Source: an optimization exercise on an open RTL-to-GDS flow (aim: small area, a short achievable clock period and few clock cycles). Production flows keep margins and buffers that such runs may drop. Where RTL was checked, it was by simulation tests only, not by an equivalence proof against the original.

before:
==> flow/design.v <==
module muldiv (result, valid, clock, reset, start, opera1, opera2, muordi);
output [63:0] result;
output valid;
input [31:0] opera1;
input [63:0] opera2;
input  start, reset, muordi, clock;
reg        valid;
reg        busy;       
reg        negcyc;     
reg        dv;         
reg        pre;        
reg        post;       
reg        sa;         
reg        prev;       
reg [3:0]  cnt;
reg [64:0] P;          
reg [32:0] M;          
assign result = P[63:0];
wire dolast = dv ? (cnt == 4'd15) : (cnt == 4'd7);
wire dvs = dv & ~negcyc;       
wire mls = ~dv;                
wire [31:0] Dm = M[31:0] ^ {32{sa}};
wire [7:0]  dnz, xnz, dab;
genvar gi;
generate for (gi = 0; gi < 8; gi = gi + 1) begin : g_nib
    assign dnz[gi] = |Dm[4*gi+3:4*gi];
    assign xnz[gi] = |P[4*gi+27:4*gi+24];
    if (gi == 7) assign dab[gi] = 1'b0;
    else         assign dab[gi] = dab[gi+1] | dnz[gi+1];
end endgenerate
wire skip = dvs & ~P[63] & ~|P[62:56] & ~|(xnz & ~dab) & (cnt <= 4'd11);
wire zlo = ~|P[30:0];
wire [40:0] Mz = {{6{M[32]}}, M, 2'b00};
wire        b1_one = mls & (P[0] ^ prev);
wire        b1_two = mls & ((P[1] & ~P[0] & ~prev) | (~P[1] & P[0] & prev));
wire        neg1   = negcyc ? zlo : dv ? ~(P[63] ^ sa) : P[1];
wire [35:0] A1 = {P[64], P[64], P[64:31]};
wire [35:0] B1 = (({36{dvs}} & Mz[37:2]) | ({36{b1_one}} & Mz[36:1]) |
                  ({36{b1_two}} & Mz[35:0])) ^ {36{neg1}};
wire        c1 = neg1 & ~negcyc;
wire [35:0] S1;
pfx_add #(36) u_add1 (.a(A1), .b(B1), .cin(c1), .s(S1));
wire        q1 = ~S1[31];
wire        b2_one = mls & (P[2] ^ P[1]);
wire        b2_two = mls & ((P[3] & ~P[2] & ~P[1]) | (~P[3] & P[2] & P[1]));
wire        neg2   = negcyc | (dv ? ~(S1[31] ^ sa) : P[3]);
wire [38:0] A2x = {S1[35], S1[35], S1[35:3], dv ? S1[2] : neg2, S1[1:0], P[30]};
wire [38:0] A2 = negcyc ? {8'd0, P[30:0]} : A2x;
wire [43:0] Mw = {{6{M[32]}}, M, 5'd0};
wire [38:0] B2 = (({39{dvs}} & Mw[43:5]) | ({39{b2_one}} & Mw[39:1]) |
                  ({39{b2_two}} & Mw[38:0])) ^ {39{neg2}};
wire        c2 = neg2 & ~negcyc;
wire [38:0] S2;
pfx_add #(39) u_add2 (.a(A2), .b(B2), .cin(c2), .s(S2));
wire        q2 = ~S2[31];
always @(posedge clock or posedge reset)
begin
    if (reset) begin
        valid <= 1'b0;
        busy <= 1'b0;
        negcyc <= 1'b0;
    end else if (start) begin
        valid <= 1'b0;
        busy <= 1'b1;
        negcyc <= muordi & opera2[63];
    end else if (busy) begin
        if (negcyc) begin
            negcyc <= 1'b0;
            if (~pre) begin
                busy <= 1'b0;
                valid <= 1'b1;
            end
        end else if (dolast) begin
            if (dv & post)
                negcyc <= 1'b1;
            else begin
                busy <= 1'b0;
                valid <= 1'b1;
            end
        end
    end
end
always @(posedge clock)
begin
    if (start) begin
        dv <= muordi;
        cnt <= 4'd0;
        prev <= 1'b0;
        pre <= opera2[63];
        post <= opera1[31] ^ opera2[63];
        sa <= opera1[31];
        if (muordi) begin
            M <= {opera1[31], opera1};
            P <= {1'b0, opera2};
        end else begin
            M <= {opera2[63], opera2[31:0]};
            P <= {33'd0, opera1};
        end
    end else if (busy) begin
        if (negcyc) begin
            P <= {1'b0, ~S1[32:0], ~S2[30:0]};
            pre <= 1'b0;
        end else if (skip) begin
            cnt <= cnt + 4'd4;
            P <= {1'b0, P[55:0], 8'd0};
        end else begin
            cnt <= cnt + 4'd1;
            if (dv)
                P <= {S2[31], S2[31:0], P[29:0], q1, q2};
            else begin
                P <= {S2[38:6], S2[5:4], S1[2:1], P[31:4]};
                prev <= P[3];
            end
        end
    end
end
endmodule
module pfx_add #(parameter W = 35) (a, b, cin, s);
input  [W-1:0] a, b;
input          cin;
output [W-1:0] s;
localparam L = $clog2(W);
wire [W-1:0] pp = a ^ b;
wire [W-1:0] g [0:L];
wire [W-1:0] p [0:L];
assign g[0] = (a & b) | {{(W-1){1'b0}}, pp[0] & cin};
assign p[0] = pp;
genvar k, i;
generate for (k = 0; k < L; k = k + 1) begin : g_lvl
    for (i = 0; i < W; i = i + 1) begin : g_bit
        if ((i >> k) & 1) begin : g_op
            assign g[k+1][i] = g[k][i] | (p[k][i] & g[k][((i >> k) << k) - 1]);
            assign p[k+1][i] = p[k][i] & p[k][((i >> k) << k) - 1];
        end else begin : g_pass
            assign g[k+1][i] = g[k][i];
            assign p[k+1][i] = p[k][i];
        end
    end
end endgenerate
assign s = pp ^ {g[L][W-2:0], cin};
endmodule
Settings: LEC_CHECK=0, CAP_MARGIN=20, CORE_MARGIN=2, CORE_UTILIZATION=45, SETUP_SLACK_MARGIN=5, SLEW_MARGIN=20; clock period 14.0 ns.
run.sh (not shown) runs the stock make flow with config.mk's settings and CLKGATE_MAP_FILE= SYNTH_SCRIPT=/design/flow/synth_recipe.tcl, a recipe that flattens the netlist after the stock synthesis.
Having completed the whole flow, before delivered a layout that passed the timing, DRC and antenna checks.
### before -> after
diff --git a/flow/design.v b/flow/design.v
--- a/flow/design.v
+++ b/flow/design.v
@@ -118,9 +118,9 @@
 module pfx_add #(parameter W = 35) (a, b, cin, s);
 input  [W-1:0] a, b;
 input          cin;
 output [W-1:0] s;
-localparam L = $clog2(W);
+localparam L = (W > 32) ? 6 : (W > 16) ? 5 : (W > 8) ? 4 : 3;
 wire [W-1:0] pp = a ^ b;
 wire [W-1:0] g [0:L];
 wire [W-1:0] p [0:L];
 assign g[0] = (a & b) | {{(W-1){1'b0}}, pp[0] & cin};
--- outcome ---
after vs. before: initial core utilization has remained practically unchanged, layout-stage area growth over the synthesis result now sits at about the same level, fmax shows no meaningful change. Comparing after against before, there is no change at all in sequential cell count. Each of the runs, namely after and before, reached the end of the flow and came out clean. Comparing before against after, there is no change at all in worst slack after detailed placement. [compare] base=before new=after: final design instance area without fill did not really move, number of diodes added for antenna fixing did not really move, post-CTS clock slew at the launch and capture registers of the worst setup and hold paths did not really move. after -> before: all-layer global routing usage delta 0, exact match.
Testbench counts of after, summed over its fixed seeds: cycles 28,348.
For before, only the layout was checked, not whether the RTL still works.

static timing again, ports no longer ideal:
No port has a modelled driver above. Below, the same layouts with a new extraction and two added sets of constraints. Step 1 (the two cells are an assumption about what drives the block):
set clk [get_ports {clock}]
set_driving_cell -lib_cell sky130_fd_sc_hd__clkbuf_16 $clk
set_driving_cell -lib_cell sky130_fd_sc_hd__buf_2 [delete_from_list [all_inputs] $clk]
Step 2 also shifts input and output timing later by t, the mid clock arrival at the registers, as if the neighbouring blocks saw the same clock. Slacks: no drivers / after step 1 / after step 2; pairs: no drivers / after step 1.
run	shift t [ns]	setup WS [ns]	pins driven straight from the clock port
before	0.423	5.262 / 5.262 / 5.262	1
after	0.423	5.262 / 5.262 / 5.262	1
After both steps every run listed still meets setup and hold.
